Context: an optimization exercise on an open-source flow, tuned for small area, a short achievable clock period and few clock cycles per item. The choices shown serve that exercise and are no tape-out recipe.
At most, simulation tests tie the RTL to the original design; equivalence was not proved.
No activity file was given, so power comes from the tool's default toggle rates.

## run C
// fpmul
module fpmul(
    input wire Clk,
    input wire Rst,
    input wire Start,
    input wire [31:0] A,
    input wire [31:0] B,
    output wire Done,
    output wire [31:0] P,
    output wire UF,
    output wire OF,
    output wire NaNF,
    output wire InfF,
    output wire DNF,
    output wire ZF );
export LEC_CHECK = 0
export CAP_MARGIN = 20
export CORE_MARGIN = 2
export CORE_UTILIZATION = 40
export PLACE_DENSITY = 0.6
export SETUP_SLACK_MARGIN = 2.5
export SLEW_MARGIN = 20
export SYNTH_HIERARCHICAL = 1
create_clock -name core_clock -period 8.0 [get_ports {Clk}]
standard.sh (not shown) runs the stock make flow with config.mk's settings and CLKGATE_MAP_FILE= SYNTH_SCRIPT=/design/flow/synth_recipe.tcl, a recipe that flattens the netlist after the stock synthesis.
==> flow/flow/run.sh <==
#!/bin/bash
# Layout flow: the standard flow (standard.sh), run unchanged for
# synthesis, then for the rest of the layout with two ORFS settings changed:
# the port buffers are buf_4 cells (instead of the delay cells the resizer
# picks by default), and timing repair may resize a cell to one of another
# footprint. Each make run's output is kept in its own log file here.
set -euo pipefail
cd "$(dirname "$0")/.."
bash standard.sh synth > synth.log 2>&1
sed 's|"\${@:-finish}"|MATCH_CELL_FOOTPRINT=0 "BUFFER_PORTS_ARGS=-buffer_cell sky130_fd_sc_hd__buf_4" "${@:-finish}"|' \
    standard.sh > layout.sh
grep -q 'MATCH_CELL_FOOTPRINT=0' layout.sh
bash layout.sh finish > layout.log 2>&1
Testbench counts of run C, summed over its fixed seeds: cycles 4,096, items 2,048.
### run C -> run B
diff --git a/flow/design.v b/flow/design.v
--- a/flow/design.v
+++ b/flow/design.v
@@ -1,12 +1,12 @@
-module fpmul_dp #(parameter LK = 12) (
+module fpmul_dp (
     input wire clk,
     input wire [31:0] A,
     input wire [31:0] B,
     output wire [31:0] P,
     output wire UF,
     output wire OF,
     output wire NaNF,
     output wire InfF,
     output wire DNF,
     output wire ZF );
     wire [7:0] ea = A[30:23];
@@ -979,58 +979,48 @@
     wire tc261 = (tc180 & ts219) | (tc180 & tc218) | (ts219 & tc218);
     wire ts262 = pp11_23 ^ ts220 ^ tc219;
     wire tc262 = (pp11_23 & ts220) | (pp11_23 & tc219) | (ts220 & tc219);
     wire ts263 = ths31 ^ tc220 ^ pp11_24;
     wire tc263 = (ths31 & tc220) | (ths31 & pp11_24) | (tc220 & pp11_24);
     wire ts264 = ax[24] ^ nneg11 ^ thc31;
     wire tc264 = (ax[24] & nneg11) | (ax[24] & thc31) | (nneg11 & thc31);
     wire [47:0] X = {ts264, ts263, ts262, ts261, tc259, ts259, tc257, tc256, tc255, tc254, ts254, ts253, tc251, tc250, tc249, tc248, tc247, tc246, tc245, tc244, tc243, tc242, tc241, tc240, tc239, tc238, tc237, tc236, tc235, tc234, tc233, tc232, tc231, tc230, tc229, tc228, tc227, tc226, tc225, tc224, tc223, tc222, tc221, thc33, thc32, pp1_0, pp0_1, neg0};
     wire [47:0] Y = {tc263, tc262, tc261, tc260, ts260, tc258, ts258, ts257, ts256, ts255, tc253, tc252, ts252, ts251, ts250, ts249, ts248, ts247, ts246, ts245, ts244, ts243, ts242, ts241, ts240, ts239, ts238, ts237, ts236, ts235, ts234, ts233, ts232, ts231, ts230, ts229, ts228, ts227, ts226, ts225, ts224, ts223, ts222, ts221, ths33, ths32, 1'b0, pp0_0};
     wire [24:0] hx_d = X[47:23] ^ Y[47:23];
     wire [24:1] hy_d = X[46:23] & Y[46:23];
-    wire [LK-1:0] l1g = X[LK-1:0] & Y[LK-1:0];
-    wire [LK-1:0] l1p = X[LK-1:0] ^ Y[LK-1:0];
-    wire [LK-1:0] l1o = X[LK-1:0] | Y[LK-1:0];
-    wire [23:0] l1cg, l1cp;
-    prefix24 l1pf (.g({{(24-LK){1'b0}}, l1g}), .p({{(24-LK){1'b0}}, l1p}), .cg(l1cg), .cp(l1cp));
-    wire clk_d = l1cg[LK];
-    wire zlk_d = (l1p == {l1o[LK-2:0], 1'b0});
     reg [24:0] hx;
     reg [24:1] hy;
-    reg [22:LK] xl, yl;
-    reg clk_r, zlk_r;
+    reg [22:0] xl, yl;
     reg [9:0] e0;
     reg nan_r, inf_r, zero_r, sgn_r, fz1_r;
     always @(posedge clk) begin
         hx <= hx_d;
         hy <= hy_d;
-        xl <= X[22:LK];
-        yl <= Y[22:LK];
-        clk_r <= clk_d;
-        zlk_r <= zlk_d;
+        xl <= X[22:0];
+        yl <= Y[22:0];
         e0 <= e_sum;
         nan_r <= op_nan;
         inf_r <= op_inf;
         zero_r <= op_zero;
         sgn_r <= A[31] ^ B[31];
         fz1_r <= a_fz & b_fz;
     end
-    wire [22:LK] lg = xl & yl;
-    wire [22:LK] lp = xl ^ yl;
-    wire [22:LK] lo = xl | yl;
+    wire [22:0] lg = xl & yl;
+    wire [22:0] lp = xl ^ yl;
+    wire [22:0] lo = xl | yl;
     wire [23:0] lcg, lcp;
-    prefix24 lpf (.g({{(LK+1){1'b0}}, lg}), .p({{(LK+1){1'b0}}, lp}), .cg(lcg), .cp(lcp));
-    wire c22 = lcg[22-LK] | (lcp[22-LK] & clk_r);
-    wire c23 = lcg[23-LK] | (lcp[23-LK] & clk_r);
+    prefix24 lpf (.g({1'b0, lg}), .p({1'b0, lp}), .cg(lcg), .cp(lcp));
+    wire c22 = lcg[22];
+    wire c23 = lcg[23];
     wire z22 = lp[22] ^ c22;
-    wire low_zero = zlk_r & (lp[LK] == clk_r) & (lp[21:LK+1] == lo[20:LK]);
+    wire low_zero = (lp[21:0] == {lo[20:0], 1'b0});
     wire [23:0] ug = hx[24:1] & hy[24:1];
     wire [23:0] up = hx[24:1] ^ hy[24:1];
     wire [23:0] cg, cp;
     prefix24 pf (.g(ug), .p(up), .cg(cg), .cp(cp));
     wire [23:0] W0 = up ^ cg;
     wire [23:0] W1 = up ^ (cg | cp);
     wire x23 = hx[0];
     wire carry_b = x23 & c23;
     wire bit23_b = x23 ^ c23;
     wire carry_a = (x23 & c23) | (x23 & z22) | (c23 & z22);
     wire tie_b = low_zero & ~z22;
- From run C to run B the numbers moved as follows: sequential cell fraction of total power has increased, setup slack of the critical path after layout now sits higher, worst endpoint data arrival time shows an increase of 1.81 ns.
- Changes observed in run B relative to run C: sequential cell count +21, overall power of the completed layout +3.4%, global-route usage -2.0 points.
- In the reports for run C and run B, the larger final critical path time including I/O delays and setup belongs to run C.
- Diff run C -> run B: worst-case setup slack after placement shows an increase of 0.40 ns; average detailed-routed wire length per instance -about 4%; share of total power in the clock network went down 0.4 points; average footprint of a synthesized cell saw an increase; multi-input logic cell count decreased by 21 relative to the old numbers.
The RTL of run B was laid out without a check of its function.

---

== job 101 ==
fpmul, a different RTL version from the one above (not shown whole).
Size in the first run: about 2200 cells after synthesis, about 110 I/O pins, roughly 0.019 mm^2 of cells after synthesis.
## fpmul
module fpmul(
    input wire Clk,
    input wire Rst,
    input wire Start,
    input wire [31:0] A,
    input wire [31:0] B,
    output wire Done,
    output wire [31:0] P,
    output wire UF,
    output wire OF,
    output wire NaNF,
    output wire InfF,
    output wire DNF,
    output wire ZF );
==> flow/config.mk <==
export PLATFORM = sky130hd
export DESIGN_NAME = fpmul
export DESIGN_NICKNAME = fpmul
export VERILOG_FILES = /design/flow/design.v
export SDC_FILE = /design/flow/constraint.sdc
export NUM_CORES = 4
export LEC_CHECK = 0
export CAP_MARGIN = 20
export CORE_MARGIN = 2
export CORE_UTILIZATION = 40
export PLACE_DENSITY = 0.6
export SETUP_SLACK_MARGIN = 2.75
export SLEW_MARGIN = 20
export SYNTH_HIERARCHICAL = 1
==> flow/constraint.sdc <==
create_clock -name core_clock -period 8.0 [get_ports {Clk}]
set_input_delay 1.6000 -clock core_clock [delete_from_list [all_inputs] [get_ports {Clk}]]
set_output_delay 1.6000 -clock core_clock [all_outputs]
set_load 0.01 [all_outputs]
Scripts as last shown in full above: flow/flow/run.sh
Testbench counts of job 101, summed over its fixed seeds: cycles 4,096, items 2,048.
--- input diff job 101..job 102 ---
--- a/flow/design.v
+++ b/flow/design.v
@@ -981,30 +981,32 @@
     fpmul_fa u_ts262 (.a(pp11_23), .b(ts220), .c(tc219), .s(ts262), .co(tc262));
     wire ts263, tc263;
     fpmul_fa u_ts263 (.a(ths31), .b(tc220), .c(pp11_24), .s(ts263), .co(tc263));
     wire ts264, tc264;
     fpmul_fa u_ts264 (.a(ax[24]), .b(nneg11), .c(thc31), .s(ts264), .co(tc264));
     wire [47:0] X = {ts264, ts263, ts262, ts261, tc259, ts259, tc257, tc256, tc255, tc254, ts254, ts253, tc251, tc250, tc249, tc248, tc247, tc246, tc245, tc244, tc243, tc242, tc241, tc240, tc239, tc238, tc237, tc236, tc235, tc234, tc233, tc232, tc231, tc230, tc229, tc228, tc227, tc226, tc225, tc224, tc223, tc222, tc221, thc33, thc32, pp1_0, pp0_1, neg0};
     wire [47:0] Y = {tc263, tc262, tc261, tc260, ts260, tc258, ts258, ts257, ts256, ts255, tc253, tc252, ts252, ts251, ts250, ts249, ts248, ts247, ts246, ts245, ts244, ts243, ts242, ts241, ts240, ts239, ts238, ts237, ts236, ts235, ts234, ts233, ts232, ts231, ts230, ts229, ts228, ts227, ts226, ts225, ts224, ts223, ts222, ts221, ths33, ths32, 1'b0, pp0_0};
+    wire [24:0] hx_d = X[47:23] ^ Y[47:23];
+    wire [24:1] hy_d = X[46:23] & Y[46:23];
     wire [LK-1:0] l1g = X[LK-1:0] & Y[LK-1:0];
     wire [LK-1:0] l1p = X[LK-1:0] ^ Y[LK-1:0];
     wire [LK-1:0] l1o = X[LK-1:0] | Y[LK-1:0];
     wire [23:0] l1cg, l1cp;
     prefix24 l1pf (.g({{(24-LK){1'b0}}, l1g}), .p({{(24-LK){1'b0}}, l1p}), .cg(l1cg), .cp(l1cp));
     wire clk_d = l1cg[LK];
     wire zlk_d = (l1p == {l1o[LK-2:0], 1'b0});
-    reg [24:0] xu;
-    reg [24:0] yu;
+    reg [24:0] hx;
+    reg [24:1] hy;
     reg [22:LK] xl, yl;
     reg clk_r, zlk_r;
     reg [9:0] e0;
     reg nan_r, inf_r, zero_r, sgn_r, fz1_r;
     always @(posedge clk) begin
-        xu <= X[47:23];
-        yu <= Y[47:23];
+        hx <= hx_d;
+        hy <= hy_d;
         xl <= X[22:LK];
         yl <= Y[22:LK];
         clk_r <= clk_d;
         zlk_r <= zlk_d;
         e0 <= e_sum;
         nan_r <= op_nan;
         inf_r <= op_inf;
@@ -1017,16 +1019,14 @@
     wire [22:LK] lo = xl | yl;
     wire [12:0] lcg, lcp;
     prefix13ks lpf (.g({{(12-(23-LK)){1'b0}}, lg, clk_r}), .p({{(12-(23-LK)){1'b0}}, lp, 1'b0}), .cg(lcg), .cp(lcp));
     wire c22 = lcg[23-LK];
     wire c23 = lcg[24-LK];
     wire z22 = lp[22] ^ c22;
     wire low_zero = zlk_r & (lp[LK] == clk_r) & (lp[21:LK+1] == lo[20:LK]);
-    wire [24:0] hx = xu ^ yu;
-    wire [24:1] hy = xu[23:0] & yu[23:0];
     wire [23:0] ug = hx[24:1] & hy[24:1];
     wire [23:0] up = hx[24:1] ^ hy[24:1];
     wire [23:0] cg, cp;
     prefix24ks pf (.g(ug), .p(up), .cg(cg), .cp(cp));
     wire [23:0] W0 = up ^ cg;
     wire [23:0] W1 = up ^ (cg | cp);
     wire x23 = hx[0];
[summary]
Changes observed in job 102 relative to job 101: buffers plus inverters on the worst setup path dropped 2; cell count after synthesis dropped 1.2%; number of filler cells placed in the layout climbed 0.87%; overall power of the completed layout dropped 0.0018 W.
Job 102 vs job 101: total area of multi-input combinational cells down
Taking job 101 as the reference point, the post-layout instance area of job 102 falls by 1.4%.
Of job 102 and job 101, it is job 102 that has the lower relative area of clock buffers and inverters in the final design.
Wire length of the first global-routing pass for job 102 is lower than for job 101.
Re met3 capacity usage during global routing: job 102 and job 101 aren't equal, and the lower value belongs to job 102.
Summary of job 102 over job 101: met3 wirelength from detailed routing now sits higher; utilization after layout now sits lower.
Testbench counts of job 102, summed over its fixed seeds: cycles 4,096, items 2,048.

afterwards: timing with drivers on the ports:
The flow's constraints put no driver on any port. The routed layouts listed below were extracted and timed again, unchanged, in two steps.
Step 1 assumes that a clkbuf_16 drives the clock port and a buf_2 every other input.
Step 2 times the ports against the registers' clock, not the clock port: input delays grow and output delays shrink by t, the midpoint of the rising clock arrivals with the driver on.
Three values: ideal, step 1, step 2; two values: the first two.
| run | t (ns) | slack for setup (ns) | worst setup path after step 2 |
|---|---|---|---|
| run C | 0.421 | 2.512 / 2.460 / 2.161 | input to register |
| run B | 0.420 | 2.561 / 2.559 / 2.168 | input to register |
| job 101 | 0.424 | 2.821 / 2.818 / 2.413 | input to register |
| job 102 | 0.424 | 2.785 / 2.810 / 2.385 | input to register |
After both steps setup and hold are still met in every run listed. For job 101, which loses most, drivers alone change the setup slack by -0.003 ns; drivers and shift together by -0.408 ns.
